This design comes from an exercise in tuning for small area and a short achievable clock period on the open sky130 flow, not from production work.
No run shown here included a check of the RTL's function; only the layout flow was run.
Power and IR drop assume default switching activity.

$ cat design.v
module PE (
    input  wire               clk,
    input  wire               rst,
    input  wire               en,
    input  wire               mode_residual,
    input  wire signed [15:0] input_data,
    input  wire signed [15:0] weight_data,
    input  wire signed [15:0] residual_data,
    output reg  signed [15:0] output_data,
    output wire               input_sparse,
    output wire               weight_sparse,
    output wire               computation_skipped,
    output reg         [15:0] sparse_count,
    output reg         [15:0] total_count
);
    assign input_sparse  = (input_data[15:4] == 12'h000) |
                           ((input_data[15:4] == 12'hfff) & (input_data[3:0] != 4'h0));
    assign weight_sparse = (weight_data[15:4] == 12'h000) |
                           ((weight_data[15:4] == 12'hfff) & (weight_data[3:0] != 4'h0));
    assign computation_skipped = input_sparse | weight_sparse;
    wire mac = en & ~computation_skipped;
    reg  [15:0] acc_s;
    reg  [15:0] acc_c;
    wire pp_0_0 = (input_data[0] & weight_data[0]);
    wire pp_0_1 = (input_data[0] & weight_data[1]);
    wire pp_0_2 = (input_data[0] & weight_data[2]);
    wire pp_0_3 = (input_data[0] & weight_data[3]);
    wire pp_0_4 = (input_data[0] & weight_data[4]);
    wire pp_0_5 = (input_data[0] & weight_data[5]);
    wire pp_0_6 = (input_data[0] & weight_data[6]);
    wire pp_0_7 = (input_data[0] & weight_data[7]);
    wire pp_0_8 = (input_data[0] & weight_data[8]);
    wire pp_0_9 = (input_data[0] & weight_data[9]);
    wire pp_0_10 = (input_data[0] & weight_data[10]);
    wire pp_0_11 = (input_data[0] & weight_data[11]);
    wire pp_0_12 = (input_data[0] & weight_data[12]);
    wire pp_0_13 = (input_data[0] & weight_data[13]);
    wire pp_0_14 = (input_data[0] & weight_data[14]);
    wire pp_0_15 = (input_data[0] & weight_data[15]);
    wire pp_1_0 = (input_data[1] & weight_data[0]);
    wire pp_1_1 = (input_data[1] & weight_data[1]);
    wire pp_1_2 = (input_data[1] & weight_data[2]);
    wire pp_1_3 = (input_data[1] & weight_data[3]);
    wire pp_1_4 = (input_data[1] & weight_data[4]);
    wire pp_1_5 = (input_data[1] & weight_data[5]);
    wire pp_1_6 = (input_data[1] & weight_data[6]);
    wire pp_1_7 = (input_data[1] & weight_data[7]);
    wire pp_1_8 = (input_data[1] & weight_data[8]);
    wire pp_1_9 = (input_data[1] & weight_data[9]);
    wire pp_1_10 = (input_data[1] & weight_data[10]);
    wire pp_1_11 = (input_data[1] & weight_data[11]);
    wire pp_1_12 = (input_data[1] & weight_data[12]);
    wire pp_1_13 = (input_data[1] & weight_data[13]);
    wire pp_1_14 = (input_data[1] & weight_data[14]);
    wire pp_2_0 = (input_data[2] & weight_data[0]);
    wire pp_2_1 = (input_data[2] & weight_data[1]);
    wire pp_2_2 = (input_data[2] & weight_data[2]);
    wire pp_2_3 = (input_data[2] & weight_data[3]);
    wire pp_2_4 = (input_data[2] & weight_data[4]);
    wire pp_2_5 = (input_data[2] & weight_data[5]);
    wire pp_2_6 = (input_data[2] & weight_data[6]);
    wire pp_2_7 = (input_data[2] & weight_data[7]);
    wire pp_2_8 = (input_data[2] & weight_data[8]);
    wire pp_2_9 = (input_data[2] & weight_data[9]);
    wire pp_2_10 = (input_data[2] & weight_data[10]);
    wire pp_2_11 = (input_data[2] & weight_data[11]);
    wire pp_2_12 = (input_data[2] & weight_data[12]);
    wire pp_2_13 = (input_data[2] & weight_data[13]);
    wire pp_3_0 = (input_data[3] & weight_data[0]);
    wire pp_3_1 = (input_data[3] & weight_data[1]);
    wire pp_3_2 = (input_data[3] & weight_data[2]);
    wire pp_3_3 = (input_data[3] & weight_data[3]);
    wire pp_3_4 = (input_data[3] & weight_data[4]);
    wire pp_3_5 = (input_data[3] & weight_data[5]);
    wire pp_3_6 = (input_data[3] & weight_data[6]);
    wire pp_3_7 = (input_data[3] & weight_data[7]);
    wire pp_3_8 = (input_data[3] & weight_data[8]);
    wire pp_3_9 = (input_data[3] & weight_data[9]);
    wire pp_3_10 = (input_data[3] & weight_data[10]);
    wire pp_3_11 = (input_data[3] & weight_data[11]);
    wire pp_3_12 = (input_data[3] & weight_data[12]);
    wire pp_4_0 = (input_data[4] & weight_data[0]);
    wire pp_4_1 = (input_data[4] & weight_data[1]);
    wire pp_4_2 = (input_data[4] & weight_data[2]);
    wire pp_4_3 = (input_data[4] & weight_data[3]);
    wire pp_4_4 = (input_data[4] & weight_data[4]);
    wire pp_4_5 = (input_data[4] & weight_data[5]);
    wire pp_4_6 = (input_data[4] & weight_data[6]);
    wire pp_4_7 = (input_data[4] & weight_data[7]);
    wire pp_4_8 = (input_data[4] & weight_data[8]);
    wire pp_4_9 = (input_data[4] & weight_data[9]);
    wire pp_4_10 = (input_data[4] & weight_data[10]);
    wire pp_4_11 = (input_data[4] & weight_data[11]);
    wire pp_5_0 = (input_data[5] & weight_data[0]);
    wire pp_5_1 = (input_data[5] & weight_data[1]);
    wire pp_5_2 = (input_data[5] & weight_data[2]);
    wire pp_5_3 = (input_data[5] & weight_data[3]);
    wire pp_5_4 = (input_data[5] & weight_data[4]);
    wire pp_5_5 = (input_data[5] & weight_data[5]);
    wire pp_5_6 = (input_data[5] & weight_data[6]);
    wire pp_5_7 = (input_data[5] & weight_data[7]);
    wire pp_5_8 = (input_data[5] & weight_data[8]);
    wire pp_5_9 = (input_data[5] & weight_data[9]);
    wire pp_5_10 = (input_data[5] & weight_data[10]);
    wire pp_6_0 = (input_data[6] & weight_data[0]);
    wire pp_6_1 = (input_data[6] & weight_data[1]);
    wire pp_6_2 = (input_data[6] & weight_data[2]);
    wire pp_6_3 = (input_data[6] & weight_data[3]);
    wire pp_6_4 = (input_data[6] & weight_data[4]);
    wire pp_6_5 = (input_data[6] & weight_data[5]);
    wire pp_6_6 = (input_data[6] & weight_data[6]);
    wire pp_6_7 = (input_data[6] & weight_data[7]);
    wire pp_6_8 = (input_data[6] & weight_data[8]);
    wire pp_6_9 = (input_data[6] & weight_data[9]);
    wire pp_7_0 = (input_data[7] & weight_data[0]);
    wire pp_7_1 = (input_data[7] & weight_data[1]);
    wire pp_7_2 = (input_data[7] & weight_data[2]);
    wire pp_7_3 = (input_data[7] & weight_data[3]);
    wire pp_7_4 = (input_data[7] & weight_data[4]);
    wire pp_7_5 = (input_data[7] & weight_data[5]);
    wire pp_7_6 = (input_data[7] & weight_data[6]);
    wire pp_7_7 = (input_data[7] & weight_data[7]);
    wire pp_7_8 = (input_data[7] & weight_data[8]);
    wire pp_8_0 = (input_data[8] & weight_data[0]);
    wire pp_8_1 = (input_data[8] & weight_data[1]);
    wire pp_8_2 = (input_data[8] & weight_data[2]);
    wire pp_8_3 = (input_data[8] & weight_data[3]);
    wire pp_8_4 = (input_data[8] & weight_data[4]);
    wire pp_8_5 = (input_data[8] & weight_data[5]);
    wire pp_8_6 = (input_data[8] & weight_data[6]);
    wire pp_8_7 = (input_data[8] & weight_data[7]);
    wire pp_9_0 = (input_data[9] & weight_data[0]);
    wire pp_9_1 = (input_data[9] & weight_data[1]);
    wire pp_9_2 = (input_data[9] & weight_data[2]);
    wire pp_9_3 = (input_data[9] & weight_data[3]);
    wire pp_9_4 = (input_data[9] & weight_data[4]);
    wire pp_9_5 = (input_data[9] & weight_data[5]);
    wire pp_9_6 = (input_data[9] & weight_data[6]);
    wire pp_10_0 = (input_data[10] & weight_data[0]);
    wire pp_10_1 = (input_data[10] & weight_data[1]);
    wire pp_10_2 = (input_data[10] & weight_data[2]);
    wire pp_10_3 = (input_data[10] & weight_data[3]);
    wire pp_10_4 = (input_data[10] & weight_data[4]);
    wire pp_10_5 = (input_data[10] & weight_data[5]);
    wire pp_11_0 = (input_data[11] & weight_data[0]);
    wire pp_11_1 = (input_data[11] & weight_data[1]);
    wire pp_11_2 = (input_data[11] & weight_data[2]);
    wire pp_11_3 = (input_data[11] & weight_data[3]);
    wire pp_11_4 = (input_data[11] & weight_data[4]);
    wire pp_12_0 = (input_data[12] & weight_data[0]);
    wire pp_12_1 = (input_data[12] & weight_data[1]);
    wire pp_12_2 = (input_data[12] & weight_data[2]);
    wire pp_12_3 = (input_data[12] & weight_data[3]);
    wire pp_13_0 = (input_data[13] & weight_data[0]);
    wire pp_13_1 = (input_data[13] & weight_data[1]);
    wire pp_13_2 = (input_data[13] & weight_data[2]);
    wire pp_14_0 = (input_data[14] & weight_data[0]);
    wire pp_14_1 = (input_data[14] & weight_data[1]);
    wire pp_15_0 = (input_data[15] & weight_data[0]);
    wire hs0, hc0;
    ha u_ha0 (.a(acc_c[11]), .b(acc_s[11]), .s(hs0), .co(hc0));
    wire fs0, fc0;
    fa u_fa0 (.a(acc_c[12]), .b(acc_s[12]), .c(pp_0_12), .s(fs0), .co(fc0));
    wire hs1, hc1;
    ha u_ha1 (.a(pp_10_2), .b(pp_11_1), .s(hs1), .co(hc1));
    wire fs1, fc1;
    fa u_fa1 (.a(acc_c[13]), .b(acc_s[13]), .c(pp_0_13), .s(fs1), .co(fc1));
    wire fs2, fc2;
    fa u_fa2 (.a(pp_10_3), .b(pp_11_2), .c(pp_12_1), .s(fs2), .co(fc2));
    wire hs2, hc2;
    ha u_ha2 (.a(pp_13_0), .b(pp_1_12), .s(hs2), .co(hc2));
    wire fs3, fc3;
    fa u_fa3 (.a(acc_c[14]), .b(acc_s[14]), .c(pp_0_14), .s(fs3), .co(fc3));
    wire fs4, fc4;
    fa u_fa4 (.a(pp_10_4), .b(pp_11_3), .c(pp_12_2), .s(fs4), .co(fc4));
    wire fs5, fc5;
    fa u_fa5 (.a(pp_13_1), .b(pp_14_0), .c(pp_1_13), .s(fs5), .co(fc5));
    wire hs3, hc3;
    ha u_ha3 (.a(pp_2_12), .b(pp_3_11), .s(hs3), .co(hc3));
    wire hs4, hc4;
    ha u_ha4 (.a(acc_c[7]), .b(acc_s[7]), .s(hs4), .co(hc4));
    wire fs6, fc6;
    fa u_fa6 (.a(acc_c[8]), .b(acc_s[8]), .c(pp_0_8), .s(fs6), .co(fc6));
    wire hs5, hc5;
    ha u_ha5 (.a(pp_1_7), .b(pp_2_6), .s(hs5), .co(hc5));
    wire fs7, fc7;
    fa u_fa7 (.a(acc_c[9]), .b(acc_s[9]), .c(pp_0_9), .s(fs7), .co(fc7));
    wire fs8, fc8;
    fa u_fa8 (.a(pp_1_8), .b(pp_2_7), .c(pp_3_6), .s(fs8), .co(fc8));
    wire hs6, hc6;
    ha u_ha6 (.a(pp_4_5), .b(pp_5_4), .s(hs6), .co(hc6));
    wire fs9, fc9;
    fa u_fa9 (.a(acc_c[10]), .b(acc_s[10]), .c(pp_0_10), .s(fs9), .co(fc9));
    wire fs10, fc10;
    fa u_fa10 (.a(pp_10_0), .b(pp_1_9), .c(pp_2_8), .s(fs10), .co(fc10));
    wire fs11, fc11;
    fa u_fa11 (.a(pp_3_7), .b(pp_4_6), .c(pp_5_5), .s(fs11), .co(fc11));
    wire hs7, hc7;
    ha u_ha7 (.a(pp_6_4), .b(pp_7_3), .s(hs7), .co(hc7));
    wire fs12, fc12;
    fa u_fa12 (.a(hs0), .b(pp_0_11), .c(pp_10_1), .s(fs12), .co(fc12));
    wire fs13, fc13;
    fa u_fa13 (.a(pp_11_0), .b(pp_1_10), .c(pp_2_9), .s(fs13), .co(fc13));
    wire fs14, fc14;
    fa u_fa14 (.a(pp_3_8), .b(pp_4_7), .c(pp_5_6), .s(fs14), .co(fc14));
    wire fs15, fc15;
    fa u_fa15 (.a(pp_6_5), .b(pp_7_4), .c(pp_8_3), .s(fs15), .co(fc15));
    wire fs16, fc16;
    fa u_fa16 (.a(hc0), .b(pp_12_0), .c(pp_1_11), .s(fs16), .co(fc16));
    wire fs17, fc17;
    fa u_fa17 (.a(pp_2_10), .b(pp_3_9), .c(pp_4_8), .s(fs17), .co(fc17));
    wire fs18, fc18;
    fa u_fa18 (.a(pp_5_7), .b(pp_6_6), .c(pp_7_5), .s(fs18), .co(fc18));
    wire fs19, fc19;
    fa u_fa19 (.a(pp_8_4), .b(pp_9_3), .c(hs1), .s(fs19), .co(fc19));
    wire fs20, fc20;
    fa u_fa20 (.a(pp_2_11), .b(pp_3_10), .c(pp_4_9), .s(fs20), .co(fc20));
    wire fs21, fc21;
    fa u_fa21 (.a(pp_5_8), .b(pp_6_7), .c(pp_7_6), .s(fs21), .co(fc21));
    wire fs22, fc22;
    fa u_fa22 (.a(pp_8_5), .b(pp_9_4), .c(hc1), .s(fs22), .co(fc22));
    wire fs23, fc23;
    fa u_fa23 (.a(hs2), .b(fc0), .c(fs1), .s(fs23), .co(fc23));
    wire fs24, fc24;
    fa u_fa24 (.a(pp_4_10), .b(pp_5_9), .c(pp_6_8), .s(fs24), .co(fc24));
    wire fs25, fc25;
    fa u_fa25 (.a(pp_7_7), .b(pp_8_6), .c(pp_9_5), .s(fs25), .co(fc25));
    wire fs26, fc26;
    fa u_fa26 (.a(hc2), .b(hs3), .c(fc1), .s(fs26), .co(fc26));
    wire fs27, fc27;
    fa u_fa27 (.a(fc2), .b(fs3), .c(fs4), .s(fs27), .co(fc27));
    wire hs8, hc8;
    ha u_ha8 (.a(acc_c[4]), .b(acc_s[4]), .s(hs8), .co(hc8));
    wire fs28, fc28;
    fa u_fa28 (.a(acc_c[5]), .b(acc_s[5]), .c(pp_0_5), .s(fs28), .co(fc28));
    wire hs9, hc9;
    ha u_ha9 (.a(pp_1_4), .b(pp_2_3), .s(hs9), .co(hc9));
    wire fs29, fc29;
    fa u_fa29 (.a(acc_c[6]), .b(acc_s[6]), .c(pp_0_6), .s(fs29), .co(fc29));
    wire fs30, fc30;
    fa u_fa30 (.a(pp_1_5), .b(pp_2_4), .c(pp_3_3), .s(fs30), .co(fc30));
    wire hs10, hc10;
    ha u_ha10 (.a(pp_4_2), .b(pp_5_1), .s(hs10), .co(hc10));
    wire fs31, fc31;
    fa u_fa31 (.a(hs4), .b(pp_0_7), .c(pp_1_6), .s(fs31), .co(fc31));
    wire fs32, fc32;
    fa u_fa32 (.a(pp_2_5), .b(pp_3_4), .c(pp_4_3), .s(fs32), .co(fc32));
    wire fs33, fc33;
    fa u_fa33 (.a(pp_5_2), .b(pp_6_1), .c(pp_7_0), .s(fs33), .co(fc33));
    wire fs34, fc34;
    fa u_fa34 (.a(hc4), .b(pp_3_5), .c(pp_4_4), .s(fs34), .co(fc34));
    wire fs35, fc35;
    fa u_fa35 (.a(pp_5_3), .b(pp_6_2), .c(pp_7_1), .s(fs35), .co(fc35));
    wire fs36, fc36;
    fa u_fa36 (.a(pp_8_0), .b(hs5), .c(fs6), .s(fs36), .co(fc36));
    wire fs37, fc37;
    fa u_fa37 (.a(pp_6_3), .b(pp_7_2), .c(pp_8_1), .s(fs37), .co(fc37));
    wire fs38, fc38;
    fa u_fa38 (.a(pp_9_0), .b(hc5), .c(hs6), .s(fs38), .co(fc38));
    wire fs39, fc39;
    fa u_fa39 (.a(fc6), .b(fs7), .c(fs8), .s(fs39), .co(fc39));
    wire fs40, fc40;
    fa u_fa40 (.a(pp_8_2), .b(pp_9_1), .c(hc6), .s(fs40), .co(fc40));
    wire fs41, fc41;
    fa u_fa41 (.a(hs7), .b(fc7), .c(fc8), .s(fs41), .co(fc41));
    wire fs42, fc42;
    fa u_fa42 (.a(fs10), .b(fs11), .c(fs9), .s(fs42), .co(fc42));
    wire fs43, fc43;
    fa u_fa43 (.a(pp_9_2), .b(hc7), .c(fc10), .s(fs43), .co(fc43));
    wire fs44, fc44;
    fa u_fa44 (.a(fc11), .b(fc9), .c(fs12), .s(fs44), .co(fc44));
    wire fs45, fc45;
    fa u_fa45 (.a(fs13), .b(fs14), .c(fs15), .s(fs45), .co(fc45));
    wire fs46, fc46;
    fa u_fa46 (.a(fc12), .b(fc13), .c(fc14), .s(fs46), .co(fc46));
    wire fs47, fc47;
    fa u_fa47 (.a(fc15), .b(fs0), .c(fs16), .s(fs47), .co(fc47));
    wire fs48, fc48;
    fa u_fa48 (.a(fs17), .b(fs18), .c(fs19), .s(fs48), .co(fc48));
    wire fs49, fc49;
    fa u_fa49 (.a(fc16), .b(fc17), .c(fc18), .s(fs49), .co(fc49));
    wire fs50, fc50;
    fa u_fa50 (.a(fs2), .b(fs20), .c(fs21), .s(fs50), .co(fc50));
    wire fs51, fc51;
    fa u_fa51 (.a(fc19), .b(fs22), .c(fs23), .s(fs51), .co(fc51));
    wire fs52, fc52;
    fa u_fa52 (.a(fc20), .b(fc21), .c(fs24), .s(fs52), .co(fc52));
    wire fs53, fc53;
    fa u_fa53 (.a(fs25), .b(fs5), .c(fc22), .s(fs53), .co(fc53));
    wire fs54, fc54;
    fa u_fa54 (.a(fc23), .b(fs26), .c(fs27), .s(fs54), .co(fc54));
    wire hs11, hc11;
    ha u_ha11 (.a(acc_c[2]), .b(acc_s[2]), .s(hs11), .co(hc11));
    wire fs55, fc55;
    fa u_fa55 (.a(acc_c[3]), .b(acc_s[3]), .c(pp_0_3), .s(fs55), .co(fc55));
    wire hs12, hc12;
    ha u_ha12 (.a(pp_1_2), .b(pp_2_1), .s(hs12), .co(hc12));
    wire fs56, fc56;
    fa u_fa56 (.a(hs8), .b(pp_0_4), .c(pp_1_3), .s(fs56), .co(fc56));
    wire fs57, fc57;
    fa u_fa57 (.a(pp_2_2), .b(pp_3_1), .c(pp_4_0), .s(fs57), .co(fc57));
    wire fs58, fc58;
    fa u_fa58 (.a(hc8), .b(pp_3_2), .c(pp_4_1), .s(fs58), .co(fc58));
    wire fs59, fc59;
    fa u_fa59 (.a(pp_5_0), .b(hs9), .c(fs28), .s(fs59), .co(fc59));
    wire fs60, fc60;
    fa u_fa60 (.a(pp_6_0), .b(hc9), .c(hs10), .s(fs60), .co(fc60));
    wire fs61, fc61;
    fa u_fa61 (.a(fc28), .b(fs29), .c(fs30), .s(fs61), .co(fc61));
    wire fs62, fc62;
    fa u_fa62 (.a(hc10), .b(fc29), .c(fc30), .s(fs62), .co(fc62));
    wire fs63, fc63;
    fa u_fa63 (.a(fs31), .b(fs32), .c(fs33), .s(fs63), .co(fc63));
    wire fs64, fc64;
    fa u_fa64 (.a(fc31), .b(fc32), .c(fc33), .s(fs64), .co(fc64));
    wire fs65, fc65;
    fa u_fa65 (.a(fs34), .b(fs35), .c(fs36), .s(fs65), .co(fc65));
    wire fs66, fc66;
    fa u_fa66 (.a(fc34), .b(fc35), .c(fs37), .s(fs66), .co(fc66));
    wire fs67, fc67;
    fa u_fa67 (.a(fs38), .b(fc36), .c(fs39), .s(fs67), .co(fc67));
    wire fs68, fc68;
    fa u_fa68 (.a(fc37), .b(fc38), .c(fs40), .s(fs68), .co(fc68));
    wire fs69, fc69;
    fa u_fa69 (.a(fc39), .b(fs41), .c(fs42), .s(fs69), .co(fc69));
    wire fs70, fc70;
    fa u_fa70 (.a(fc40), .b(fc41), .c(fc42), .s(fs70), .co(fc70));
    wire fs71, fc71;
    fa u_fa71 (.a(fs43), .b(fs44), .c(fs45), .s(fs71), .co(fc71));
    wire fs72, fc72;
    fa u_fa72 (.a(fc43), .b(fc44), .c(fc45), .s(fs72), .co(fc72));
    wire fs73, fc73;
    fa u_fa73 (.a(fs46), .b(fs47), .c(fs48), .s(fs73), .co(fc73));
    wire fs74, fc74;
    fa u_fa74 (.a(fc46), .b(fc47), .c(fs49), .s(fs74), .co(fc74));
    wire fs75, fc75;
    fa u_fa75 (.a(fs50), .b(fc48), .c(fs51), .s(fs75), .co(fc75));
    wire fs76, fc76;
    fa u_fa76 (.a(fc49), .b(fc50), .c(fs52), .s(fs76), .co(fc76));
    wire fs77, fc77;
    fa u_fa77 (.a(fs53), .b(fc51), .c(fs54), .s(fs77), .co(fc77));
    wire hs13, hc13;
    ha u_ha13 (.a(acc_c[1]), .b(acc_s[1]), .s(hs13), .co(hc13));
    wire fs78, fc78;
    fa u_fa78 (.a(hs11), .b(pp_0_2), .c(pp_1_1), .s(fs78), .co(fc78));
    wire fs79, fc79;
    fa u_fa79 (.a(hc11), .b(pp_3_0), .c(hs12), .s(fs79), .co(fc79));
    wire fs80, fc80;
    fa u_fa80 (.a(hc12), .b(fc55), .c(fs56), .s(fs80), .co(fc80));
    wire fs81, fc81;
    fa u_fa81 (.a(fc56), .b(fc57), .c(fs58), .s(fs81), .co(fc81));
    wire fs82, fc82;
    fa u_fa82 (.a(fc58), .b(fs60), .c(fc59), .s(fs82), .co(fc82));
    wire fs83, fc83;
    fa u_fa83 (.a(fc60), .b(fc61), .c(fs62), .s(fs83), .co(fc83));
    wire fs84, fc84;
    fa u_fa84 (.a(fc62), .b(fc63), .c(fs64), .s(fs84), .co(fc84));
    wire fs85, fc85;
    fa u_fa85 (.a(fc64), .b(fs66), .c(fc65), .s(fs85), .co(fc85));
    wire fs86, fc86;
    fa u_fa86 (.a(fc66), .b(fs68), .c(fc67), .s(fs86), .co(fc86));
    wire fs87, fc87;
    fa u_fa87 (.a(fc68), .b(fc69), .c(fs70), .s(fs87), .co(fc87));
    wire fs88, fc88;
    fa u_fa88 (.a(fc70), .b(fc71), .c(fs72), .s(fs88), .co(fc88));
    wire fs89, fc89;
    fa u_fa89 (.a(fc72), .b(fs74), .c(fc73), .s(fs89), .co(fc89));
    wire fs90, fc90;
    fa u_fa90 (.a(fc74), .b(fs76), .c(fc75), .s(fs90), .co(fc90));
    wire hs14, hc14;
    ha u_ha14 (.a(acc_c[0]), .b(acc_s[0]), .s(hs14), .co(hc14));
    wire fs91, fc91;
    fa u_fa91 (.a(hs13), .b(pp_0_1), .c(pp_1_0), .s(fs91), .co(fc91));
    wire fs92, fc92;
    fa u_fa92 (.a(hc13), .b(pp_2_0), .c(fs78), .s(fs92), .co(fc92));
    wire fs93, fc93;
    fa u_fa93 (.a(fc78), .b(fs55), .c(fs79), .s(fs93), .co(fc93));
    wire fs94, fc94;
    fa u_fa94 (.a(fs57), .b(fc79), .c(fs80), .s(fs94), .co(fc94));
    wire fs95, fc95;
    fa u_fa95 (.a(fc80), .b(fs59), .c(fs81), .s(fs95), .co(fc95));
    wire fs96, fc96;
    fa u_fa96 (.a(fc81), .b(fs61), .c(fs82), .s(fs96), .co(fc96));
    wire fs97, fc97;
    fa u_fa97 (.a(fs63), .b(fc82), .c(fs83), .s(fs97), .co(fc97));
    wire fs98, fc98;
    fa u_fa98 (.a(fc83), .b(fs84), .c(fs65), .s(fs98), .co(fc98));
    wire fs99, fc99;
    fa u_fa99 (.a(fc84), .b(fs67), .c(fs85), .s(fs99), .co(fc99));
    wire fs100, fc100;
    fa u_fa100 (.a(fs69), .b(fc85), .c(fs86), .s(fs100), .co(fc100));
    wire fs101, fc101;
    fa u_fa101 (.a(fs71), .b(fc86), .c(fs87), .s(fs101), .co(fc101));
    wire fs102, fc102;
    fa u_fa102 (.a(fs73), .b(fc87), .c(fs88), .s(fs102), .co(fc102));
    wire fs103, fc103;
    fa u_fa103 (.a(fc88), .b(fs75), .c(fs89), .s(fs103), .co(fc103));
    wire fs104, fc104;
    fa u_fa104 (.a(fs77), .b(fc89), .c(fs90), .s(fs104), .co(fc104));
    wire x15_0;
    xo2 u_x0 (.a(acc_s[15]), .b(pp_0_15), .y(x15_0));
    wire x15_1;
    xo2 u_x1 (.a(pp_10_5), .b(pp_11_4), .y(x15_1));
    wire x15_2;
    xo2 u_x2 (.a(pp_12_3), .b(pp_13_2), .y(x15_2));
    wire x15_3;
    xo2 u_x3 (.a(pp_14_1), .b(pp_15_0), .y(x15_3));
    wire x15_4;
    xo2 u_x4 (.a(pp_1_14), .b(pp_2_13), .y(x15_4));
    wire x15_5;
    xo2 u_x5 (.a(pp_3_12), .b(pp_4_11), .y(x15_5));
    wire x15_6;
    xo2 u_x6 (.a(pp_5_10), .b(pp_6_9), .y(x15_6));
    wire x15_7;
    xo2 u_x7 (.a(pp_7_8), .b(pp_8_7), .y(x15_7));
    wire x15_8;
    xo2 u_x8 (.a(pp_9_6), .b(x15_0), .y(x15_8));
    wire x15_9;
    xo2 u_x9 (.a(x15_1), .b(x15_2), .y(x15_9));
    wire x15_10;
    xo2 u_x10 (.a(x15_3), .b(x15_4), .y(x15_10));
    wire x15_11;
    xo2 u_x11 (.a(x15_5), .b(x15_6), .y(x15_11));
    wire x15_12;
    xo2 u_x12 (.a(x15_7), .b(hc3), .y(x15_12));
    wire x15_13;
    xo2 u_x13 (.a(fc24), .b(fc25), .y(x15_13));
    wire x15_14;
    xo2 u_x14 (.a(fc3), .b(fc4), .y(x15_14));
    wire x15_15;
    xo2 u_x15 (.a(fc5), .b(x15_10), .y(x15_15));
    wire x15_16;
    xo2 u_x16 (.a(x15_11), .b(x15_8), .y(x15_16));
    wire x15_17;
    xo2 u_x17 (.a(x15_9), .b(x15_12), .y(x15_17));
    wire x15_18;
    xo2 u_x18 (.a(x15_13), .b(x15_14), .y(x15_18));
    wire x15_19;
    xo2 u_x19 (.a(x15_15), .b(x15_16), .y(x15_19));
    wire x15_20;
    xo2 u_x20 (.a(x15_17), .b(fc26), .y(x15_20));
    wire x15_21;
    xo2 u_x21 (.a(x15_18), .b(x15_19), .y(x15_21));
    wire x15_22;
    xo2 u_x22 (.a(fc27), .b(fc52), .y(x15_22));
    wire x15_23;
    xo2 u_x23 (.a(x15_20), .b(x15_21), .y(x15_23));
    wire x15_24;
    xo2 u_x24 (.a(x15_22), .b(fc53), .y(x15_24));
    wire x15_25;
    xo2 u_x25 (.a(x15_23), .b(x15_24), .y(x15_25));
    wire x15_26;
    xo2 u_x26 (.a(fc54), .b(fc76), .y(x15_26));
    wire x15_27;
    xo2 u_x27 (.a(x15_25), .b(x15_26), .y(x15_27));
    wire x15_28;
    xo2 u_x28 (.a(x15_27), .b(fc77), .y(x15_28));
    wire x15_29;
    xo2 u_x29 (.a(x15_28), .b(fc90), .y(x15_29));
    wire x15_30;
    xo2 u_x30 (.a(x15_29), .b(fc104), .y(x15_30));
    wire [15:0] row0 = {x15_30, fc103, fc102, fc101, fc100, fc99, fc98, fc97, fc96, fc95, fc94, fc93, fc92, fc91, hc14, hs14};
    wire [15:0] row1 = {1'b0, fs104, fs103, fs102, fs101, fs100, fs99, fs98, fs97, fs96, fs95, fs94, fs93, fs92, fs91, pp_0_0};
    wire [15:0] res_g = (residual_data & {16{mode_residual}});
    wire [15:0] out_s, out_c;
    assign out_c[0] = 1'b0;
    fa u_ofa0 (.a(acc_s[0]), .b(acc_c[0]), .c(res_g[0]), .s(out_s[0]), .co(out_c[1]));
    fa u_ofa1 (.a(acc_s[1]), .b(acc_c[1]), .c(res_g[1]), .s(out_s[1]), .co(out_c[2]));
    fa u_ofa2 (.a(acc_s[2]), .b(acc_c[2]), .c(res_g[2]), .s(out_s[2]), .co(out_c[3]));
    fa u_ofa3 (.a(acc_s[3]), .b(acc_c[3]), .c(res_g[3]), .s(out_s[3]), .co(out_c[4]));
    fa u_ofa4 (.a(acc_s[4]), .b(acc_c[4]), .c(res_g[4]), .s(out_s[4]), .co(out_c[5]));
    fa u_ofa5 (.a(acc_s[5]), .b(acc_c[5]), .c(res_g[5]), .s(out_s[5]), .co(out_c[6]));
    fa u_ofa6 (.a(acc_s[6]), .b(acc_c[6]), .c(res_g[6]), .s(out_s[6]), .co(out_c[7]));
    fa u_ofa7 (.a(acc_s[7]), .b(acc_c[7]), .c(res_g[7]), .s(out_s[7]), .co(out_c[8]));
    fa u_ofa8 (.a(acc_s[8]), .b(acc_c[8]), .c(res_g[8]), .s(out_s[8]), .co(out_c[9]));
    fa u_ofa9 (.a(acc_s[9]), .b(acc_c[9]), .c(res_g[9]), .s(out_s[9]), .co(out_c[10]));
    fa u_ofa10 (.a(acc_s[10]), .b(acc_c[10]), .c(res_g[10]), .s(out_s[10]), .co(out_c[11]));
    fa u_ofa11 (.a(acc_s[11]), .b(acc_c[11]), .c(res_g[11]), .s(out_s[11]), .co(out_c[12]));
    fa u_ofa12 (.a(acc_s[12]), .b(acc_c[12]), .c(res_g[12]), .s(out_s[12]), .co(out_c[13]));
    fa u_ofa13 (.a(acc_s[13]), .b(acc_c[13]), .c(res_g[13]), .s(out_s[13]), .co(out_c[14]));
    fa u_ofa14 (.a(acc_s[14]), .b(acc_c[14]), .c(res_g[14]), .s(out_s[14]), .co(out_c[15]));
    assign out_s[15] = (acc_s[15] ^ res_g[15]);
    wire [15:0] out_nx = out_s + out_c;
    always @(posedge clk or posedge rst) begin
        if (rst) begin
            acc_s <= 16'd0;
            acc_c <= 16'd0;
            output_data <= 16'd0;
            sparse_count <= 16'd0;
            total_count <= 16'd0;
        end else begin
            total_count  <= total_count + {15'd0, en};
            sparse_count <= sparse_count + {15'd0, en & computation_skipped};
            if (mac) begin
                acc_s <= row0;
                acc_c[0] <= row1[0];
                acc_c[1] <= row1[1];
                acc_c[2] <= row1[2];
                acc_c[3] <= row1[3];
                acc_c[4] <= row1[4];
                acc_c[5] <= row1[5];
                acc_c[6] <= row1[6];
                acc_c[7] <= row1[7];
                acc_c[8] <= row1[8];
                acc_c[9] <= row1[9];
                acc_c[10] <= row1[10];
                acc_c[11] <= row1[11];
                acc_c[12] <= row1[12];
                acc_c[13] <= row1[13];
                acc_c[14] <= row1[14];
            end
            if (en) output_data <= out_nx;
        end
    end
endmodule
module fa (input wire a, input wire b, input wire c, output wire s, output wire co);
    assign s = a ^ b ^ c;
    assign co = (a & b) | (a & c) | (b & c);
endmodule
module ha (input wire a, input wire b, output wire s, output wire co);
    assign s = a ^ b;
    assign co = a & b;
endmodule
module xo2 (input wire a, input wire b, output wire y);
    assign y = a ^ b;
endmodule
$ cat flow/run.sh
#!/bin/bash
# Standard ORFS layout, with port buffers of the smallest buffer cell
# (instead of buffer_ports' default pick, clkdlybuf4s50_1).
set -euo pipefail
export BUFFER_PORTS_ARGS="-buffer_cell sky130_fd_sc_hd__buf_1"
bash standard.sh finish > standard_flow.log 2>&1
$ cat standard.sh
#!/bin/bash
# synth_recipe.tcl (not shown) runs the flow's synth.tcl, then flattens the netlist and writes it again
# the make line also repeats each setting of config.mk as NAME=value (left out here)
make -C /OpenROAD-flow-scripts/flow DESIGN_CONFIG=/design/flow/config.mk WORK_HOME=/design/flow/orfs CLKGATE_MAP_FILE= SYNTH_SCRIPT=/design/flow/synth_recipe.tcl "${@:-finish}"
$ cat config.mk
export PLATFORM = sky130hd
export DESIGN_NAME = PE
export DESIGN_NICKNAME = PE
export VERILOG_FILES = /design/flow/design.v
export SDC_FILE = /design/flow/constraint.sdc
export NUM_CORES = 4
export LEC_CHECK = 0
export CAP_MARGIN = 20
export CORE_MARGIN = 2
export CORE_UTILIZATION = 40
export PLACE_DENSITY = 0.6
export SETUP_SLACK_MARGIN = 4
export SLEW_MARGIN = 20
export SYNTH_HIERARCHICAL = 1
export SYNTH_MINIMUM_KEEP_SIZE = 0
$ cat constraint.sdc
create_clock -name core_clock -period 8.0 [get_ports {clk}]
set_input_delay 1.6000 -clock core_clock [delete_from_list [all_inputs] [get_ports {clk}]]
set_output_delay 1.6000 -clock core_clock [all_outputs]
set_load 0.01 [all_outputs]
==> summary.log, run 1 <==
INFO  global_route   grt-ovfl-total=0
INFO  timing         min_period_over_period=58.1%
INFO  place          place_congestion=0.874
INFO  clock_tree     tritoncts=yes
INFO  detailed_routing wire_per_inst=18.1um
INFO  die            start_util=40.4%
INFO  global_route   grt_start_max_net_pins=80
INFO  final_layout   post_synthesis_to_final_layout_area_growth=21.3%
INFO  worst_setup_path worst_ep_required_time=8210ps
INFO  timing         tightestPinTransition=974ps
INFO  logic_synthesis synth-seq-area-share=25.3%
INFO  detailed_routing remaining_drcs=0
INFO  detailed_routing detail-route-antenna-nets=0
INFO  logic_synthesis yosys_warnings=7
INFO  global_route   grt_antenna_before_repair=0
INFO  timing         slew_headroom=35.0%
INFO  clock_tree     maximum_root_to_sink_buffer_count=2
INFO  die            boundaryPins=103
INFO  place          hpwlAfterDp=14.4mm
INFO  global_route   gr-usage-all-layers=19.3%
INFO  clock_tree     cts_buffers=9
INFO  logic_synthesis postSynthRegisterBits=79
INFO  detailed_routing vias=5264
INFO  die            die_outline_area=20600um^2
INFO  die            fp.coreArea=19300um^2
INFO  worst_setup_path worstSetupStartpointType=input pin
INFO  timing         slew_violations=0
INFO  final_layout   nets=979
INFO  detailed_routing totalWireLength=18.8mm
INFO  clock_tree     clock_tree.htree_level_count=3
INFO  power          vdd_ir_drop_max=0.163mV
INFO  worst_setup_path cp.arrival=4850ps
INFO  logic_synthesis synth.most_common_cell=and2_1
INFO  power          p_leak=4.16nW
INFO  clock_tree     hold_buffers=0
INFO  worst_setup_path crit_path_max_fanout=2
INFO  clock_tree     cts.clk_slew.worst_paths=50ps
INFO  logic_synthesis synth_cell_type_count=39
INFO  logic_synthesis synthTopCellsByArea=fa_1 31%, dfrtp_1 25%, and2_1 12%
INFO  final_layout   drive_gt1_share=23.6%
INFO  detailed_routing viasPerCell=5.06
INFO  timing         fin_skew=5.23ps
INFO  logic_synthesis async_reset_ff_share=100%
INFO  detailed_routing drt-initial-drc-count=307
INFO  detailed_routing detailedRoute.firstPassIterationCount=6
INFO  logic_synthesis syn-mean-instance-area=11.8um^2
INFO  worst_setup_path timing.critical_path.to_type=flop
INFO  final_layout   final_design_area_no_fill=9470um^2
INFO  power          power_density=376nW/um^2
INFO  place          detailed_place.area=8560um^2
INFO  logic_synthesis synth_area=7810um^2
INFO  die            vertical_die_dimension=144um
INFO  timing         totalNegativeSetupSlack=0ps
INFO  run_status     status=finished clean
INFO  logic_synthesis syn-instance-count=662
INFO  run            number_of_max_cap_violations=0
INFO  logic_synthesis synth_commonest_cells=151 x and2_1, 121 x fa_1, 79 x dfrtp_1
INFO  clock_tree     cts-root-buf=clkbuf_16
INFO  timing         fin_crit=4650ps
INFO  logic_synthesis synth.top_cell.area_share=31.0%
INFO  min_path       hold_class=flop to flop
INFO  global_route   wire_length_of_the_first_global_routing_pass=30.9mm
INFO  timing         rsz_0062_raised_after_global_routing=true
INFO  timing         hold_vio_cnt_final=0
INFO  die            placementRows=51
INFO  clock_tree     worst_skew_pair.late_latency=330ps
INFO  logic_synthesis synth-main-ff-cell=dfrtp_1
INFO  global_route   number_of_global_route_vias_before_repair=5926
INFO  die            chipWidth=144um
INFO  timing         finalSetupViolCount=0
INFO  place          place.port_buffers=102
INFO  logic_synthesis synth_area_leader_cell=fa_1
INFO  timing         maxClockFrequency=0.215GHz
INFO  logic_synthesis synthesis.nets=868
INFO  clock_tree     tritoncts_num_sinks=79
INFO  logic_synthesis synth-edff-count=0
INFO  final_layout   diode_count=0
INFO  worst_setup_path critical_path_class=input pin to flop
modules after synthesis (local to each module, per instance):
module	flip-flops and latches	cell area, um^2	cells inside	copies in the design
PE	79	4940	496	1
ha	0	12.5	1	15
fa	0	20.0	1	120
xo2	0	8.76	1	31
state kept, by name, indices dropped and copies added (netlist names):
name / count
acc_c: 15
acc_s: 16
output_data: 16
sparse_count: 16
total_count: 16
final timing paths:
| check | cells past startpoint | slack, ps | from | to |
|---|---|---|---|---|
| worst min-delay path | 1 | 470 | total_count[15]$_DFF_PP0_ | total_count[15]$_DFF_PP0_ |
| worst max-delay path | 10 | 3350 | weight_data[13] | acc_s[15]$_DFFE_PP0P_ |
| worst max register to register | 8 | 4340 | acc_c[13]$_DFFE_PP0P_ | acc_s[15]$_DFFE_PP0P_ |
| min in group asynchronous | 3 | 1340 | rst | total_count[11]$_DFF_PP0_ |
| max in group asynchronous | 4 | 6100 | rst | acc_s[3]$_DFFE_PP0P_ |
| worst min register to register | 1 | 470 | total_count[15]$_DFF_PP0_ | total_count[15]$_DFF_PP0_ |
what timing repair did:
| action | 4_1_cts | 5_1_grt |
|---|---|---|
| pin swaps | 23 | 22 |
| setup endpoints to repair | 43 | 20 |
| resized for setup | 133 | 21 |
| setup buffers | 10 | 7 |
cell usage in the layout, fill, tap and decap left out, types with 3 or more instances in the layout:
cell type	netlist	layout
and3_1	4	4
nand4_1	12	12
ha_1	33	30
clkbuf_16	0	9
o21ai_0	4	4
buf_2	0	7
nor2_1	20	20
and2_4	0	29
xor2_1	42	42
mux2_4	21	21
buf_4	0	16
nand3_1	17	17
buf_12	0	8
dfrtp_1	79	79
a211o_1	3	3
a21oi_1	15	15
xnor2_1	28	28
nor4_4	0	3
nor4_2	0	7
inv_1	11	9
fa_2	0	41
mux2_1	14	14
o21a_1	3	3
o21ai_1	4	4
a21o_1	3	3
nand2_1	17	16
mux2_2	6	6
fa_1	121	80
buf_8	0	5
and2_1	151	122
buf_6	3	17
buf_1	0	68
worst max-delay path, stage by stage:
cell	delay, ps
buf_8	100
and2_4	140
fa_1	450
fa_1	520
fa_1	440
fa_2	350
fa_1	460
fa_2	350
xor2_1	160
mux2_1	280
layout make-up:
| class | count | area (um^2) |
|---|---|---|
| Sequential cell | 79 | 1980 |
| Timing Repair Buffer | 122 | 865 |
| Multi-Input combinational cell | 550 | 6000 |
| Clock buffer | 12 | 246 |
| Inverter | 11 | 42.5 |
| Clock inverter | 1 | 7.51 |
| Tap cell | 265 | 332 |
| Fill cell | 1738 | 9870 |
metrics by stage:
stage | utilization [%] | worst slack [ps] | std cells | total power, mW | hold WS, ps
floorplan | - | 3220 | 662 | 2.62 | 507
global placement | 44.3 | 2550 | 1009 | 3.10 | 459
detailed placement | 44.3 | 2490 | 1009 | 3.17 | 467
CTS | 48.2 | 3370 | 1032 | 3.58 | 478
global route | 49.0 | 3300 | 1040 | 3.97 | 498
finish | 49.0 | 3350 | 1040 | 3.56 | 472
report_power, final:
group | internal [mW] | switching, mW
Sequential | 0.558 | 0.156
Clock | 0.213 | 0.144
Combinational | 1.30 | 1.18
Total | 2.07 | 1.48
layer usage:
layer,vias to the layer above,routed length (um),global-route usage [%]
met1,2658,8620,26.3
met4,0,361,5.68
met2,174,8910,32.5
met5,-,0,0
met3,28,927,2.37
li1,2404,-,-
logic make-up (layout without fill, tap and decap cells):
| kind of cell | after synthesis | count (layout) | synth area share [%] |
|---|---|---|---|
| xor gates and xnor gates | 70 | 70 | 7.85 |
| and+or+nand+nor | 240 | 240 | 17.8 |
| muxes | 41 | 41 | 6.92 |
| AOI/OAI and AO/OA | 45 | 45 | 3.86 |
| DFF | 79 | 79 | 25.3 |
| adders and majority gates | 154 | 154 | 36.3 |
| buffers and inverters | 33 | 146 | 1.88 |
==> run 2: changes to the inputs <==
==> flow/run.sh (replaced) <==
#!/bin/bash
# Standard ORFS layout with two changes:
#  - port buffers use the smallest buffer cell (buffer_ports' default pick is clkdlybuf4s50_1);
#  - after synthesis every combinational cell starts at drive strength 1 (flow/downsize.tcl),
#    and timing repair sizes up only what the timing needs.
set -euo pipefail
export BUFFER_PORTS_ARGS="-buffer_cell sky130_fd_sc_hd__buf_1"
export POST_SYNTH_TCL="$(pwd)/flow/downsize.tcl"
bash standard.sh finish > standard_flow.log 2>&1
==> flow/downsize.tcl (new file) <==
# Sourced after the synthesized netlist is loaded (POST_SYNTH_TCL): set every
# combinational cell to its smallest (_1) drive strength; the later timing repair
# sizes up the cells that need it. Flip-flops are left as synthesis made them.
set db [ord::get_db]
set n 0
foreach inst [[ord::get_db_block] getInsts] {
  set m [[$inst getMaster] getName]
  if {[regexp {^(sky130_fd_sc_hd__[a-z0-9]+)_([0-9]+)$} $m -> base d]} {
    if {[string match "*__df*" $base] || [string match "*__dl*" $base] || [string match "*__sdf*" $base]} { continue }
    if {$d > 1} {
      set nm [$db findMaster ${base}_1]
      if {$nm ne "NULL" && $nm ne ""} { $inst swapMaster $nm; incr n }
    }
  }
}
puts "downsize.tcl: set $n cells to drive strength 1"
--- a/config.mk
+++ b/config.mk
@@ -11,3 +11,3 @@
 export PLACE_DENSITY = 0.6
-export SETUP_SLACK_MARGIN = 4
+export SETUP_SLACK_MARGIN = 3
 export SLEW_MARGIN = 20
==> run 2 against run 1 <==
Synthesized area fell by 1.6%. Power fell by 3.7%. Count of clock-buffer cells in the layout fell by 1. Synthesized cell count did not move. Utilization fell by 2.7 points. Maximum frequency fell by 5.8%. Highest routed layer unchanged. First-iteration DRC count fell by 24%. Combinational power fell by 9.7%. Global-route usage rose by 0.11 points. Critical path depth fell by 4.
==> summary.log, run 2 <==
INFO  run_status     status=finished clean
INFO  die            placementRows=50
INFO  final_layout   layout_commonest_cell=and2_1
INFO  die            boundaryPins=103
INFO  place          dp_worst_setup_slack=2460ps
INFO  clock_tree     worst_skew_pair.late_latency=330ps
INFO  logic_synthesis syn-instance-count=662
INFO  worst_setup_path cp.arrival=3330ps
INFO  power          total_power=3.42mW
INFO  timing         min_period_over_period=61.6%
INFO  timing         fin_crit=4930ps
INFO  die            die_outline_area=20300um^2
INFO  timing         maxClockFrequency=0.203GHz
INFO  final_layout   final_cell_mix=151 x and2_1, 121 x fa_1, 94 x buf_1
INFO  power          vdd_ir_drop_max=0.155mV
INFO  global_route   grt_start_max_net_pins=80
INFO  run            number_of_max_cap_violations=0
INFO  worst_setup_path timing.critical_path.to_type=output pin
INFO  final_layout   drive_gt1_share=3.67%
INFO  timing         slew_headroom=40.8%
INFO  die            vertical_die_dimension=143um
INFO  timing         totalNegativeSetupSlack=0ps
INFO  final_layout   final_cell_count_no_fill=996
INFO  clock_tree     postCtsSetupRepairBufs=0
INFO  clock_tree     cts_buffers=9
INFO  place          place.detailed.instances=979
INFO  logic_synthesis synthesis.nets=868
INFO  timing         finalSetupViolCount=0
INFO  timing         hold_vio_cnt_final=0
INFO  clock_tree     cts-root-buf=clkbuf_16
INFO  clock_tree     clock_tree.htree_level_count=3
INFO  clock_tree     maximum_root_to_sink_buffer_count=2
INFO  detailed_routing viasPerCell=5.25
INFO  logic_synthesis syn-mean-instance-area=11.6um^2
INFO  die            chipWidth=143um
INFO  worst_setup_path worst_ep_required_time=6400ps
INFO  detailed_routing vias=5225
INFO  worst_setup_path worstSetupStartpointType=input pin
INFO  place          hpwlAfterDp=14.3mm
INFO  detailed_routing drt-initial-drc-count=233
INFO  timing         tightestPinTransition=884ps
INFO  power          p_leak=3.87nW
INFO  worst_setup_path critical_path_class=input pin to output pin
INFO  detailed_routing wire_per_inst=18.3um
INFO  timing         hold_slack=468ps
INFO  timing         slew_violations=0
INFO  detailed_routing remaining_drcs=0
INFO  detailed_routing detailedRoute.firstPassIterationCount=5
INFO  final_layout   post_synthesis_to_final_layout_area_growth=12.9%
INFO  logic_synthesis synth_area=7680um^2
INFO  global_route   grt_antenna_before_repair=0
INFO  place          place_congestion=0.890
INFO  timing         post-route-worst-setup-slack=3070ps
INFO  global_route   wire_length_of_the_first_global_routing_pass=30.8mm
INFO  detailed_routing detail-route-antenna-nets=0
INFO  timing         rsz_0062_raised_after_global_routing=false
INFO  timing         fin_skew=5.26ps
INFO  detailed_routing totalWireLength=18.3mm
INFO  final_layout   diode_count=0
INFO  clock_tree     cts.clk_slew.worst_paths=60ps
INFO  power          power_density=394nW/um^2
INFO  min_path       hold_class=flop to flop
INFO  clock_tree     tritoncts=yes
INFO  global_route   number_of_global_route_vias_before_repair=5886
INFO  die            fp.coreArea=18800um^2
INFO  die            start_util=40.9%
INFO  global_route   grt-ovfl-total=0
INFO  global_route   gr-usage-all-layers=19.4%
INFO  worst_setup_path crit_path_max_fanout=14
INFO  final_layout   nFillCells=1749
INFO  final_layout   nets=963
INFO  clock_tree     tritoncts_num_sinks=79
INFO  place          place.port_buffers=102
INFO  logic_synthesis yosys_warnings=7
[run 2: path summary, 6_finish.rpt]
check | to | depth (start not counted) | slack [ps] | startpoint
setup / recovery | computation_skipped | 6 | 3070 | input_data[3]
hold / removal | sparse_count[15]$_DFF_PP0_ | 1 | 470 | sparse_count[15]$_DFF_PP0_
setup reg to reg | acc_s[15]$_DFFE_PP0P_ | 8 | 4250 | acc_c[13]$_DFFE_PP0P_
hold reg to reg | sparse_count[15]$_DFF_PP0_ | 1 | 470 | sparse_count[15]$_DFF_PP0_
max in group asynchronous | sparse_count[6]$_DFF_PP0_ | 4 | 6080 | rst
min in group asynchronous | output_data[9]$_DFFE_PP0P_ | 3 | 1340 | rst
[run 2: power breakdown]
part	internal (mW)	switching, mW
clock	0.314	0.157
combinational	1.10	1.14
sequential	0.558	0.154
total	1.97	1.46
[run 2: timing repair]
item                                   in CTS  in global routing
resized for setup                           3                  6
hold buffers                                0                  0
endpoints found under the hold margin       0                  0
setup endpoints to repair                   2                  2
[run 2: layer usage]
layer  share of wire (%)  global-route usage, %
met1                  47                   27.3
met2                  46                   31.4
met3                 5.6                   2.29
met4                 1.8                   6.46
met5                   0                      0
[run 2: stage by stage]
| stage | utilization, % | instance area (um^2) |
|---|---|---|
| floorplan | - | 7680 |
| global placement | 44.2 | 8300 |
| detailed placement | 44.2 | 8300 |
| CTS | 46.1 | 8650 |
| global route | 46.2 | 8680 |
| finish | 46.2 | 8680 |
[run 2: area by class of cell]
class / count / area, um^2 / share of cell area (%)
flip-flops and latches: 79 / 1980 / 22.8
multi-input cells: 550 / 5580 / 64.3
clock inverters: 5 / 104 / 1.20
clock buffers: 11 / 243 / 2.80
inverters: 11 / 41.3 / 0.476
well taps: 234 / 293 / 3.37
repair buffers: 106 / 438 / 5.05
[run 2: worst max-delay path: stages]
cell     delay, ps
buf_1          300
nor4_1         390
nor4_1         110
a31oi_1        670
nand2_1        100
buf_1          160
==> run 3: changes to the inputs <==
--- a/design.v
+++ b/design.v
@@ -483,2 +483,50 @@
     wire [15:0] out_nx = out_s + out_c;
+    wire [15:0] acc_s_d, acc_c_d, out_d;
+    mx2 u_ms0 (.s(mac), .a1(row0[0]), .a0(acc_s[0]), .y(acc_s_d[0]));
+    mx2 u_ms1 (.s(mac), .a1(row0[1]), .a0(acc_s[1]), .y(acc_s_d[1]));
+    mx2 u_ms2 (.s(mac), .a1(row0[2]), .a0(acc_s[2]), .y(acc_s_d[2]));
+    mx2 u_ms3 (.s(mac), .a1(row0[3]), .a0(acc_s[3]), .y(acc_s_d[3]));
+    mx2 u_ms4 (.s(mac), .a1(row0[4]), .a0(acc_s[4]), .y(acc_s_d[4]));
+    mx2 u_ms5 (.s(mac), .a1(row0[5]), .a0(acc_s[5]), .y(acc_s_d[5]));
+    mx2 u_ms6 (.s(mac), .a1(row0[6]), .a0(acc_s[6]), .y(acc_s_d[6]));
+    mx2 u_ms7 (.s(mac), .a1(row0[7]), .a0(acc_s[7]), .y(acc_s_d[7]));
+    mx2 u_ms8 (.s(mac), .a1(row0[8]), .a0(acc_s[8]), .y(acc_s_d[8]));
+    mx2 u_ms9 (.s(mac), .a1(row0[9]), .a0(acc_s[9]), .y(acc_s_d[9]));
+    mx2 u_ms10 (.s(mac), .a1(row0[10]), .a0(acc_s[10]), .y(acc_s_d[10]));
+    mx2 u_ms11 (.s(mac), .a1(row0[11]), .a0(acc_s[11]), .y(acc_s_d[11]));
+    mx2 u_ms12 (.s(mac), .a1(row0[12]), .a0(acc_s[12]), .y(acc_s_d[12]));
+    mx2 u_ms13 (.s(mac), .a1(row0[13]), .a0(acc_s[13]), .y(acc_s_d[13]));
+    mx2 u_ms14 (.s(mac), .a1(row0[14]), .a0(acc_s[14]), .y(acc_s_d[14]));
+    mx2 u_ms15 (.s(mac), .a1(row0[15]), .a0(acc_s[15]), .y(acc_s_d[15]));
+    mx2 u_mc0 (.s(mac), .a1(row1[0]), .a0(acc_c[0]), .y(acc_c_d[0]));
+    mx2 u_mc1 (.s(mac), .a1(row1[1]), .a0(acc_c[1]), .y(acc_c_d[1]));
+    mx2 u_mc2 (.s(mac), .a1(row1[2]), .a0(acc_c[2]), .y(acc_c_d[2]));
+    mx2 u_mc3 (.s(mac), .a1(row1[3]), .a0(acc_c[3]), .y(acc_c_d[3]));
+    mx2 u_mc4 (.s(mac), .a1(row1[4]), .a0(acc_c[4]), .y(acc_c_d[4]));
+    mx2 u_mc5 (.s(mac), .a1(row1[5]), .a0(acc_c[5]), .y(acc_c_d[5]));
+    mx2 u_mc6 (.s(mac), .a1(row1[6]), .a0(acc_c[6]), .y(acc_c_d[6]));
+    mx2 u_mc7 (.s(mac), .a1(row1[7]), .a0(acc_c[7]), .y(acc_c_d[7]));
+    mx2 u_mc8 (.s(mac), .a1(row1[8]), .a0(acc_c[8]), .y(acc_c_d[8]));
+    mx2 u_mc9 (.s(mac), .a1(row1[9]), .a0(acc_c[9]), .y(acc_c_d[9]));
+    mx2 u_mc10 (.s(mac), .a1(row1[10]), .a0(acc_c[10]), .y(acc_c_d[10]));
+    mx2 u_mc11 (.s(mac), .a1(row1[11]), .a0(acc_c[11]), .y(acc_c_d[11]));
+    mx2 u_mc12 (.s(mac), .a1(row1[12]), .a0(acc_c[12]), .y(acc_c_d[12]));
+    mx2 u_mc13 (.s(mac), .a1(row1[13]), .a0(acc_c[13]), .y(acc_c_d[13]));
+    mx2 u_mc14 (.s(mac), .a1(row1[14]), .a0(acc_c[14]), .y(acc_c_d[14]));
+    mx2 u_mo0 (.s(en), .a1(out_nx[0]), .a0(output_data[0]), .y(out_d[0]));
+    mx2 u_mo1 (.s(en), .a1(out_nx[1]), .a0(output_data[1]), .y(out_d[1]));
+    mx2 u_mo2 (.s(en), .a1(out_nx[2]), .a0(output_data[2]), .y(out_d[2]));
+    mx2 u_mo3 (.s(en), .a1(out_nx[3]), .a0(output_data[3]), .y(out_d[3]));
+    mx2 u_mo4 (.s(en), .a1(out_nx[4]), .a0(output_data[4]), .y(out_d[4]));
+    mx2 u_mo5 (.s(en), .a1(out_nx[5]), .a0(output_data[5]), .y(out_d[5]));
+    mx2 u_mo6 (.s(en), .a1(out_nx[6]), .a0(output_data[6]), .y(out_d[6]));
+    mx2 u_mo7 (.s(en), .a1(out_nx[7]), .a0(output_data[7]), .y(out_d[7]));
+    mx2 u_mo8 (.s(en), .a1(out_nx[8]), .a0(output_data[8]), .y(out_d[8]));
+    mx2 u_mo9 (.s(en), .a1(out_nx[9]), .a0(output_data[9]), .y(out_d[9]));
+    mx2 u_mo10 (.s(en), .a1(out_nx[10]), .a0(output_data[10]), .y(out_d[10]));
+    mx2 u_mo11 (.s(en), .a1(out_nx[11]), .a0(output_data[11]), .y(out_d[11]));
+    mx2 u_mo12 (.s(en), .a1(out_nx[12]), .a0(output_data[12]), .y(out_d[12]));
+    mx2 u_mo13 (.s(en), .a1(out_nx[13]), .a0(output_data[13]), .y(out_d[13]));
+    mx2 u_mo14 (.s(en), .a1(out_nx[14]), .a0(output_data[14]), .y(out_d[14]));
+    mx2 u_mo15 (.s(en), .a1(out_nx[15]), .a0(output_data[15]), .y(out_d[15]));
     always @(posedge clk or posedge rst) begin
@@ -493,21 +541,19 @@
             sparse_count <= sparse_count + {15'd0, en & computation_skipped};
-            if (mac) begin
-                acc_s <= row0;
-                acc_c[0] <= row1[0];
-                acc_c[1] <= row1[1];
-                acc_c[2] <= row1[2];
-                acc_c[3] <= row1[3];
-                acc_c[4] <= row1[4];
-                acc_c[5] <= row1[5];
-                acc_c[6] <= row1[6];
-                acc_c[7] <= row1[7];
-                acc_c[8] <= row1[8];
-                acc_c[9] <= row1[9];
-                acc_c[10] <= row1[10];
-                acc_c[11] <= row1[11];
-                acc_c[12] <= row1[12];
-                acc_c[13] <= row1[13];
-                acc_c[14] <= row1[14];
-            end
-            if (en) output_data <= out_nx;
+            acc_s <= acc_s_d;
+            acc_c[0] <= acc_c_d[0];
+            acc_c[1] <= acc_c_d[1];
+            acc_c[2] <= acc_c_d[2];
+            acc_c[3] <= acc_c_d[3];
+            acc_c[4] <= acc_c_d[4];
+            acc_c[5] <= acc_c_d[5];
+            acc_c[6] <= acc_c_d[6];
+            acc_c[7] <= acc_c_d[7];
+            acc_c[8] <= acc_c_d[8];
+            acc_c[9] <= acc_c_d[9];
+            acc_c[10] <= acc_c_d[10];
+            acc_c[11] <= acc_c_d[11];
+            acc_c[12] <= acc_c_d[12];
+            acc_c[13] <= acc_c_d[13];
+            acc_c[14] <= acc_c_d[14];
+            output_data <= out_d;
         end
@@ -526 +572,4 @@
 endmodule
+module mx2 (input wire s, input wire a1, input wire a0, output wire y);
+    assign y = s ? a1 : a0;
+endmodule
==> run 3 against run 2 <==
Count of clock-buffer cells in the layout unchanged. Clock skew grew 2.7 ps. First-iteration DRC count grew 6.0%. Synthesized area is 0.54% higher. Setup slack gained 50 ps. Maximum frequency is 1.0% higher. Sequential cell count unchanged. Power increased by 2.2%. Final cell count grew 2.7%. Die area is 0.53% higher. Critical endpoint is now acc_s[15]$_DFF_PP0_. Largest cell class unchanged.
==> summary.log, run 3 <==
INFO  global_route   number_of_global_route_vias_before_repair=5715
INFO  logic_synthesis syn-instance-count=659
INFO  detailed_routing remaining_drcs=0
INFO  detailed_routing detailedRoute.firstPassIterationCount=5
INFO  worst_setup_path worst_ep_required_time=8220ps
INFO  place          detailed_place.area=8390um^2
INFO  timing         min_period_over_period=61.0%
INFO  power          vdd_ir_drop_max=0.225mV
INFO  detailed_routing totalWireLength=18.6mm
INFO  clock_tree     cts-root-buf=clkbuf_16
INFO  power          p_leak=3.89nW
INFO  die            fp.coreArea=18800um^2
INFO  die            die_outline_area=20400um^2
INFO  final_layout   drive_gt1_share=3.94%
INFO  global_route   wire_length_of_the_first_global_routing_pass=30.4mm
INFO  worst_setup_path timing.critical_path.to_type=flop
INFO  clock_tree     maximum_root_to_sink_buffer_count=2
INFO  timing         hold_slack=461ps
INFO  min_path       hp-start=sparse_count[15]$_DFF_PP0_
INFO  logic_synthesis synth_area=7720um^2
INFO  worst_setup_path cp.arrival=5100ps
INFO  final_layout   final_cell_mix=154 x and2_1, 121 x fa_1, 92 x buf_1
INFO  power          sw_frac_of_total=43.8%
INFO  place          place.port_buffers=102
INFO  power          p_clk_share=12.4%
INFO  min_path       hold_path_end=sparse_count[15]$_DFF_PP0_
INFO  timing         fin_skew=8.00ps
INFO  run            number_of_max_cap_violations=0
INFO  power          power.share.combinational=67.3%
INFO  die            vertical_die_dimension=143um
INFO  worst_setup_path register_to_register_path_setup_slack=4230ps
INFO  logic_synthesis synthesis.nets=865
INFO  min_path       hold_class=flop to flop
INFO  min_path       hold_path_stages=1
INFO  power          power_density=401nW/um^2
INFO  worst_setup_path timing.rr.start=acc_c[13]$_DFF_PP0_
INFO  power          internal_power=1.97mW
INFO  final_layout   layout_commonest_cell=and2_1
INFO  timing         slew_headroom=36.1%
INFO  power          power.switching=1.53mW
INFO  final_layout   final_design_area_no_fill=8730um^2
INFO  logic_synthesis yosys_warnings=7
INFO  global_route   grt-ovfl-total=0
INFO  die            boundaryPins=103
INFO  run_status     status=finished clean
INFO  logic_synthesis syn-mean-instance-area=11.7um^2
INFO  clock_tree     clock_tree.htree_level_count=3
INFO  clock_tree     tritoncts=yes
INFO  clock_tree     worst_skew_pair.late_latency=340ps
INFO  detailed_routing vias=5248
INFO  detailed_routing detail-route-antenna-nets=0
INFO  die            placementRows=50
INFO  global_route   gr-usage-all-layers=19.3%
INFO  global_route   grt_antenna_before_repair=0
INFO  final_layout   nets=963
INFO  die            chipWidth=143um
INFO  detailed_routing viasPerCell=5.13
INFO  final_layout   nFillCells=1754
INFO  die            start_util=41.0%
INFO  clock_tree     postCtsSetupRepairBufs=0
INFO  timing         fin_crit=4880ps
INFO  clock_tree     hold_buffers=0
INFO  clock_tree     tritoncts_num_sinks=79
INFO  worst_setup_path worstSetupStartpointType=input pin
INFO  timing         slew_violations=0
INFO  worst_setup_path r2r.worst_path.cells=8
INFO  worst_setup_path critical_path_class=input pin to flop
INFO  timing         totalNegativeSetupSlack=0ps
INFO  timing         tightestPinTransition=958ps
INFO  worst_setup_path crit_path_max_fanout=17
INFO  final_layout   post_synthesis_to_final_layout_area_growth=13.0%
INFO  timing         finalSetupViolCount=0
INFO  timing         rsz_0062_raised_after_global_routing=false
INFO  worst_setup_path timing.rr.end=acc_s[15]$_DFF_PP0_
INFO  detailed_routing drt-initial-drc-count=247
INFO  clock_tree     cts.clk_slew.worst_paths=60ps
INFO  clock_tree     cts_buffers=9
INFO  timing         hold_vio_cnt_final=0
INFO  timing         maxClockFrequency=0.205GHz
INFO  global_route   grt_start_max_net_pins=80
INFO  place          place_congestion=0.940
INFO  place          hpwlAfterDp=14.5mm
INFO  detailed_routing wire_per_inst=18.1um
INFO  power          seq_pwr_share=20.3%
-- run 3: critical path, stage by stage --
cell      delay [ps]
clkbuf_4         190
and2_1           180
fa_1             450
fa_1             520
fa_1             430
fa_1             400
fa_1             460
fa_1             380
xor2_1           180
mux2_1           300
-- run 3: cell type report --
type | instances | area (um^2) | area share [%]
multi-input cells | 551 | 5650 | 64.7
flip-flops and latches | 79 | 1980 | 22.6
repair buffers | 105 | 420 | 4.81
well taps | 260 | 325 | 3.73
clock buffers | 11 | 233 | 2.67
clock inverters | 5 | 81.3 | 0.931
inverters | 11 | 41.3 | 0.473
diodes | 1 | 2.50 | 0.0287
-- run 3: worst max-delay path by stage --
stage / start / to / slack (ps) / cells past startpoint
2_1_floorplan: weight_data[0] / acc_s[15]$_DFF_PP0_ / 3060 / 10
3_3_place_gp: input_data[0] / acc_s[15]$_DFF_PP0_ / 2550 / 10
3_5_place_dp: input_data[0] / acc_s[15]$_DFF_PP0_ / 2480 / 10
4_1_cts: weight_data[3] / computation_skipped / 3050 / 6
5_1_grt: input_data[2] / acc_s[15]$_DFF_PP0_ / 3010 / 9
6_report: input_data[0] / acc_s[15]$_DFF_PP0_ / 3120 / 10
-- run 3: metal layers --
metal / GRT usage [%] / up-vias / wire (um)
met5: 0 / - / 0
met4: 5.47 / 0 / 191
met3: 2.92 / 17 / 1060
met2: 29.5 / 193 / 8500
met1: 28.5 / 2668 / 8810
li1: - / 2370 / -
-- run 3: what timing repair did --
| action | 4_1_cts | 5_1_grt |
|---|---|---|
| resized for setup | 5 | 8 |
| endpoints found under the setup margin | 3 | 2 |
| hold endpoints to repair | 0 | 0 |
-- run 3: power by group through the flow --
stage                     clock network [mW]  registers [mW]  logic (mW)
after floorplan                            0           0.703        1.78
after global placement                     0           0.716        2.28
after detailed placement                   0           0.723        2.36
after CTS                              0.442           0.716        2.38
after global routing                   0.459           0.740        2.71
final                                  0.433           0.710        2.36
-- run 3: through the flow --
| stage | setup WS (ps) | utilization (%) | power, mW | instances |
|---|---|---|---|---|
| floorplan | 3060 | - | 2.48 | 659 |
| global placement | 2550 | 44.5 | 3.00 | 1006 |
| detailed placement | 2480 | 44.5 | 3.09 | 1006 |
| CTS | 3050 | 46.2 | 3.54 | 1022 |
| global route | 3010 | 46.4 | 3.91 | 1022 |
| finish | 3120 | 46.4 | 3.50 | 1023 |

==> static timing again, ports no longer ideal <==
How much do the figures lean on ideal ports? The routed layouts below were timed once more, with nothing changed but the port constraints.
Step 1: set_driving_cell puts a clkbuf_16 on clk and a buf_2 on each other input, an assumption about the parent block.
Step 2 moves the port delays by t, midway between the first and last clock arrival at a register: inputs arrive t later, outputs are due t later. That takes back most of the time a late clock gives input paths.
Three values: ideal, step 1, step 2; two values: the first two.
run	shift t [ns]	slack for setup (ns)	worst setup path after step 2	slew at the worst register clock pin (ns)	worst data-port slew with drivers (ns)
run 1	0.360	3.353 / 3.349 / 2.989	input to register	0.06 / 0.06	0.08
run 2	0.366	3.069 / 3.048 / 2.740	input to register	0.06 / 0.06	0.05
run 3	0.371	3.119 / 3.092 / 2.764	input to register	0.06 / 0.06	0.06
After both steps setup and hold are still met in every run listed. The setup slack of run 1, which loses most, moves by -0.004 ns with the drivers and by -0.364 ns with both steps.
